Background: an optimization exercise with open tools, aiming at small area, a short achievable clock period and few clock cycles per item. Do not read the settings as production practice.
At most, simulation tests tie the RTL to the original design; equivalence was not proved.
Power is estimated from default activity; no workload was simulated. The flow treats the clock pin as an ideal source, which a real chip does not have.

// mm_top
module mm_top(
    input  logic       clk,
    input  logic       rst,
    input  logic       read,
    input  logic       start,
    input  logic [7:0] in_data,
    input  logic [2:0] ram_slot,
    output logic       finish,
    output logic [8:0] out_data
);
    localparam int W0 = 17, W1 = 17, W2 = 15, W3 = 13;
    localparam int RW = W0 + W1 + W2 + W3;   
    localparam int O1 = W0, O2 = W0 + W1, O3 = W0 + W1 + W2;
    typedef enum logic [1:0] {IDLE = 2'd0, COMP = 2'd1, READ = 2'd2} state_t;
    state_t     state, state_n;
    logic [4:0] u, u_n;      
    logic [2:0] slot_q;      
    logic       fin_q;
    logic [1:0] g;           
    wire idle  = (state == IDLE);
    wire cmd_c = idle && start;
    wire cmd_r = idle && !start && read;
    always_comb begin
        state_n = state;
        u_n = u + 5'd1;
        case (state)
            IDLE: begin
                u_n = (cmd_c || cmd_r) ? 5'd1 : 5'd0;
                if (cmd_c) state_n = COMP;
                else if (cmd_r) state_n = READ;
            end
            COMP: if (u == 5'd31) state_n = IDLE;
            default: if (u == 5'd0) begin
                state_n = IDLE;
                u_n = 5'd0;
            end
        endcase
        if (rst) begin
            state_n = IDLE;
            u_n = 5'd0;
  ...
For scale: ~2200 flip-flops, ~0.068 mm^2 of cells after synthesis.
clock: 10.0 ns
lec_check: 0
abc_area: 1
cap_margin: 20
core_margin: 2
core_utilization: 40
slew_margin: 20
standard.sh (not shown) runs the stock make flow with config.mk's settings and CLKGATE_MAP_FILE= SYNTH_SCRIPT=/design/flow/synth_recipe.tcl, a recipe that flattens the netlist after the stock synthesis.
==> flow/flow/run.sh <==
#!/bin/bash
set -euo pipefail
bash standard.sh SETUP_SLACK_MARGIN=6.8 "CTS_ARGS=-sink_clustering_enable -repair_clock_nets -dont_use_dummy_load -sink_clustering_size 30 -sink_clustering_max_diameter 120" "BUFFER_PORTS_ARGS=-buffer_cell sky130_fd_sc_hd__buf_2" finish > standard_flow.log 2>&1
Testbench counts at the start, summed over its fixed seeds: cycles 12,480, items 192.
Edit:
==> flow/flow/run.sh (replaced) <==
#!/bin/bash
set -euo pipefail
bash standard.sh SETUP_SLACK_MARGIN=6.8 "CTS_ARGS=-sink_clustering_enable -repair_clock_nets -dont_use_dummy_load -sink_clustering_size 24 -sink_clustering_max_diameter 100" "BUFFER_PORTS_ARGS=-buffer_cell sky130_fd_sc_hd__buf_2" finish > standard_flow.log 2>&1
Settings changed: CORE_UTILIZATION 40 to 55.
What happened: Cell count falls by 6.5%; setup slack is worse by 0.040 ns; via count is higher by about 1.5%; power goes up by about 1.7%; hold slack loses 0.013 ns; design area decreases by about 0.4%; sequential cell count does not change; combinational power went down by about 3%; global-route usage is higher by 9.2 points; non-clock buffer count falls by 11; sequential share of layout area climbs by 0.25 points.
Edit:
==> flow/flow/run.sh (replaced) <==
#!/bin/bash
set -euo pipefail
ARGS=(SETUP_SLACK_MARGIN=6.8 "CTS_ARGS=-sink_clustering_enable -repair_clock_nets -dont_use_dummy_load -sink_clustering_size 24 -sink_clustering_max_diameter 100" "BUFFER_PORTS_ARGS=-buffer_cell sky130_fd_sc_hd__buf_2")
bash standard.sh "${ARGS[@]}" 3_3_place_gp > standard_flow_place.log 2>&1
ODB=orfs/results/sky130hd/mm_top/base/3_3_place_gp.odb MOVE_FRAC=0.8 BUF_FRAC=0.9 openroad -no_init -exit flow/move_out_regs.tcl > move_out_regs.log 2>&1
bash standard.sh "${ARGS[@]}" finish > standard_flow.log 2>&1
==> flow/flow/move_out_regs.tcl (new file) <==
# Pull each output port's buffer part of the way towards its pin, and the
# register that drives it part of the way towards the buffer, after global placement; detailed placement
# legalizes the result.
set frac $::env(MOVE_FRAC)
read_db $::env(ODB)
set block [ord::get_db_block]
foreach bterm [$block getBTerms] {
  if {[$bterm getIoType] != "OUTPUT"} { continue }
  set net [$bterm getNet]
  set buf ""
  foreach it [$net getITerms] { if {[$it isOutputSignal]} { set buf [$it getInst] } }
  if {$buf == ""} { continue }
  set ff ""
  foreach it [$buf getITerms] {
    if {[$it isInputSignal] && [$it getNet] != "NULL"} {
      foreach it2 [[$it getNet] getITerms] { if {[$it2 isOutputSignal]} { set ff [$it2 getInst] } }
    }
  }
  if {$ff == "" || ![[$ff getMaster] isSequential]} { continue }
  # the port's pin position (centre of its first pin box)
  set bb [[lindex [$bterm getBPins] 0] getBBox]
  set px [expr {([$bb xMin] + [$bb xMax]) / 2}]
  set py [expr {([$bb yMin] + [$bb yMax]) / 2}]
  set ol [$buf getLocation]
  set bx [expr {int([lindex $ol 0] + $::env(BUF_FRAC) * ($px - [lindex $ol 0]))}]
  set by [expr {int([lindex $ol 1] + $::env(BUF_FRAC) * ($py - [lindex $ol 1]))}]
  $buf setLocation $bx $by
  set bl [list $bx $by]
  set fl [$ff getLocation]
  set x [expr {int([lindex $fl 0] + $frac * ([lindex $bl 0] - [lindex $fl 0]))}]
  set y [expr {int([lindex $fl 1] + $frac * ([lindex $bl 1] - [lindex $fl 1]))}]
  puts "move [$ff getName] from $fl to $x $y (buffer [$buf getName] at $bl)"
  $ff setLocation $x $y
}
write_db $::env(ODB)
Settings changed: CORE_UTILIZATION 55 to 40.
=> The new run finished with timing, DRC and antenna clean; global-route usage drops by 9.1 points; total power climbs by 0.53%; core utilization went down by 16 points; sequential share of layout area went down by 0.72 points; combinational power is higher by about 4%; hold slack gets worse by 0.013 ns; via count went down by 1.6%; count of clock-buffer cells in the layout increases by 2; register-to-register slack hardly moves; worst setup slack is better by 0.063 ns; wire length is lower by 0.90%.
Edit:
==> flow/flow/run.sh (replaced) <==
#!/bin/bash
set -euo pipefail
bash standard.sh SETUP_SLACK_MARGIN=6.8 "CTS_ARGS=-sink_clustering_enable -repair_clock_nets -dont_use_dummy_load" "BUFFER_PORTS_ARGS=-buffer_cell sky130_fd_sc_hd__buf_2" finish > standard_flow.log 2>&1
removed: flow/flow/move_out_regs.tcl
Result: The new run went through all stages and came out clean; worst setup slack degrades by 0.091 ns; synthesized cell count does not change; register-to-register slack stays flat; utilization climbs by 1.5 points; wire length climbs by 1.3%; clock skew climbs by 0.010 ns; die area does not change; hold slack degrades by 0.026 ns; clock power climbs by 46%; first-iteration DRC count climbs by 3.4%.
Edit:
==> flow/run.sh (new file) <==
#!/bin/bash
# synth_recipe.tcl (not shown) runs the flow's synth.tcl, then flattens the netlist and writes it again
# the make line also repeats each setting of config.mk as NAME=value (left out here)
make -C /OpenROAD-flow-scripts/flow DESIGN_CONFIG=/design/flow/config.mk WORK_HOME=/design/flow/orfs CLKGATE_MAP_FILE= SYNTH_SCRIPT=/design/flow/synth_recipe.tcl finish
Settings changed: CTS_CLUSTER_DIAMETER set to 100, CTS_CLUSTER_SIZE set to 24, SETUP_SLACK_MARGIN set to 5.
removed: flow/flow/run.sh
removed: flow/standard.sh
The new run completed with no timing, DRC or antenna violations.
Routed wire length is lower slightly.
Hold slack gets better by 0.058 ns.
Register-to-register slack loses 0.71 ns.
Count of clock-buffer cells in the layout decreases by 96.
Power drops by roughly a tenth.
Die area is unchanged.
Final cell count decreases slightly.

* * *

Another version of the RTL of mm_top (not shown whole).
Size: roughly 2200 flip-flops, ~25 I/O pins, about 0.068 mm² of cells after synthesis.
Design mm_top, start of the top module:
module mm_top(
    input  logic       clk,
    input  logic       rst,
    input  logic       read,
    input  logic       start,
    input  logic [7:0] in_data,
    input  logic [2:0] ram_slot,
    output logic       finish,
    output logic [8:0] out_data
);
export LEC_CHECK = 0
export ABC_AREA = 1
export CAP_MARGIN = 20
export CORE_MARGIN = 2
export CORE_UTILIZATION = 40
export SLEW_MARGIN = 20
create_clock -name core_clock -period 10.0 [get_ports {clk}]
==> flow/flow/run.sh <==
#!/bin/bash
set -euo pipefail
bash standard.sh SETUP_SLACK_MARGIN=6.6 "CTS_ARGS=-sink_clustering_enable -repair_clock_nets -dont_use_dummy_load" finish > standard_flow.log 2>&1
The first run produced a clean layout.
Testbench counts at the start, summed over its fixed seeds: cycles 12,480, items 192.
Next try:
Settings changed: ABC_AREA 1 to default, ABC_CLOCK_PERIOD_IN_PS from default to 3000.
Outcome: The changed run finished clean. Hold slack got worse by 0.027 ns. Clock skew barely changes. Sequential power grows by about 10%. Power grows by 12%. Fmax shrinks by 3.4%. Flip-flop and latch count is unchanged. Routed wire length shrinks by 14%. Final area grows by 5.1%. Core utilization grows by 0.55 points. Area after synthesis grows by 3.6%. Global-route usage shrinks by 4.0 points.

* * *

mm_top, a different RTL version from the one above (not shown whole).
Size in the first run: about 2,200 flip-flops, ~73,000 µm² of cells after synthesis.
==> flow/config.mk <==
export PLATFORM = sky130hd
export DESIGN_NAME = mm_top
export DESIGN_NICKNAME = mm_top
export VERILOG_FILES = /design/flow/design.v
export SDC_FILE = /design/flow/constraint.sdc
export NUM_CORES = 4
export LEC_CHECK = 0
export ABC_CLOCK_PERIOD_IN_PS = 3000
export CAP_MARGIN = 20
export CORE_MARGIN = 2
export CORE_UTILIZATION = 40
export SLEW_MARGIN = 20
==> flow/constraint.sdc <==
create_clock -name core_clock -period 10.0 [get_ports {clk}]
set_input_delay 2.0000 -clock core_clock [delete_from_list [all_inputs] [get_ports {clk}]]
set_output_delay 2.0000 -clock core_clock [all_outputs]
set_load 0.01 [all_outputs]
==> flow/flow/run.sh <==
#!/bin/bash
set -euo pipefail
bash standard.sh SETUP_SLACK_MARGIN=6.4 finish > standard_flow.log 2>&1
The starting point passed the timing, design-rule and antenna checks.
Rerun with:
==> flow/run.sh (new file) <==
#!/bin/bash
# synth_recipe.tcl (not shown) runs the flow's synth.tcl, then flattens the netlist and writes it again
# the make line also repeats each setting of config.mk as NAME=value (left out here)
make -C /OpenROAD-flow-scripts/flow DESIGN_CONFIG=/design/flow/config.mk WORK_HOME=/design/flow/orfs CLKGATE_MAP_FILE= SYNTH_SCRIPT=/design/flow/synth_recipe.tcl finish
--- a/flow/config.mk
+++ b/flow/config.mk
@@ -11,2 +11,3 @@
 export CORE_UTILIZATION = 40
+export SETUP_SLACK_MARGIN = 5
 export SLEW_MARGIN = 20
removed: flow/flow/run.sh
removed: flow/standard.sh
After rerunning: Setup slack gets worse by 0.50 ns; total power goes down by 1.5%; sequential cell count does not change; design area goes down by 1.9%; wire length shrinks by 2.8%; sequential share of layout area went up by 1.0 points; maximum frequency decreases by 10%; core utilization shrinks by 0.87 points.
Function was not checked in any run of this note: the RTL went through the layout flow alone.

[what the ideal ports hide]
No port has a modelled driver above. Below, the same layouts with a new extraction and two added sets of constraints.
Step 1 (the two cells are an assumption about what drives the block):
set clk [get_ports {clk}]
set_driving_cell -lib_cell sky130_fd_sc_hd__clkbuf_16 $clk
set_driving_cell -lib_cell sky130_fd_sc_hd__buf_2 [delete_from_list [all_inputs] $clk]
Step 2 times the ports against the registers' clock, not the clock port: input delays grow and output delays shrink by t, the midpoint of the rising clock arrivals with the driver on.
a / b / c = ideal ports / drivers / drivers and shift; a / b = the first two.
run | t (ns) | slack for setup (ns) | worst slew at a driven data input, ns
the first run of note 1 | 0.799 | 6.732 / 6.642 / 6.212 | 0.09
the second run of note 1 | 0.796 | 6.693 / 6.620 / 6.208 | 0.05
the third run of note 1 | 0.832 | 6.756 / 6.665 / 6.197 | 0.09
the fourth run of note 1 | 0.900 | 6.664 / 6.578 / 6.141 | 0.08
the fifth run of note 1 | 0.853 | 6.006 / 5.924 / 5.703 | 0.09
the first run of note 2 | 0.875 | 6.561 / 6.549 / 5.919 | 0.06
the second run of note 2 | 0.873 | 6.441 / 6.441 / 5.917 | 0.03
the first run of note 3 | 0.907 | 5.695 / 5.695 / 5.570 | 0.08
the second run of note 3 | 0.889 | 5.197 / 5.197 / 5.197 | 0.14
After both steps setup and hold are still met in every run listed. The setup slack of the first run of note 2, which loses most, moves by -0.012 ns with the drivers and by -0.642 ns with both steps.
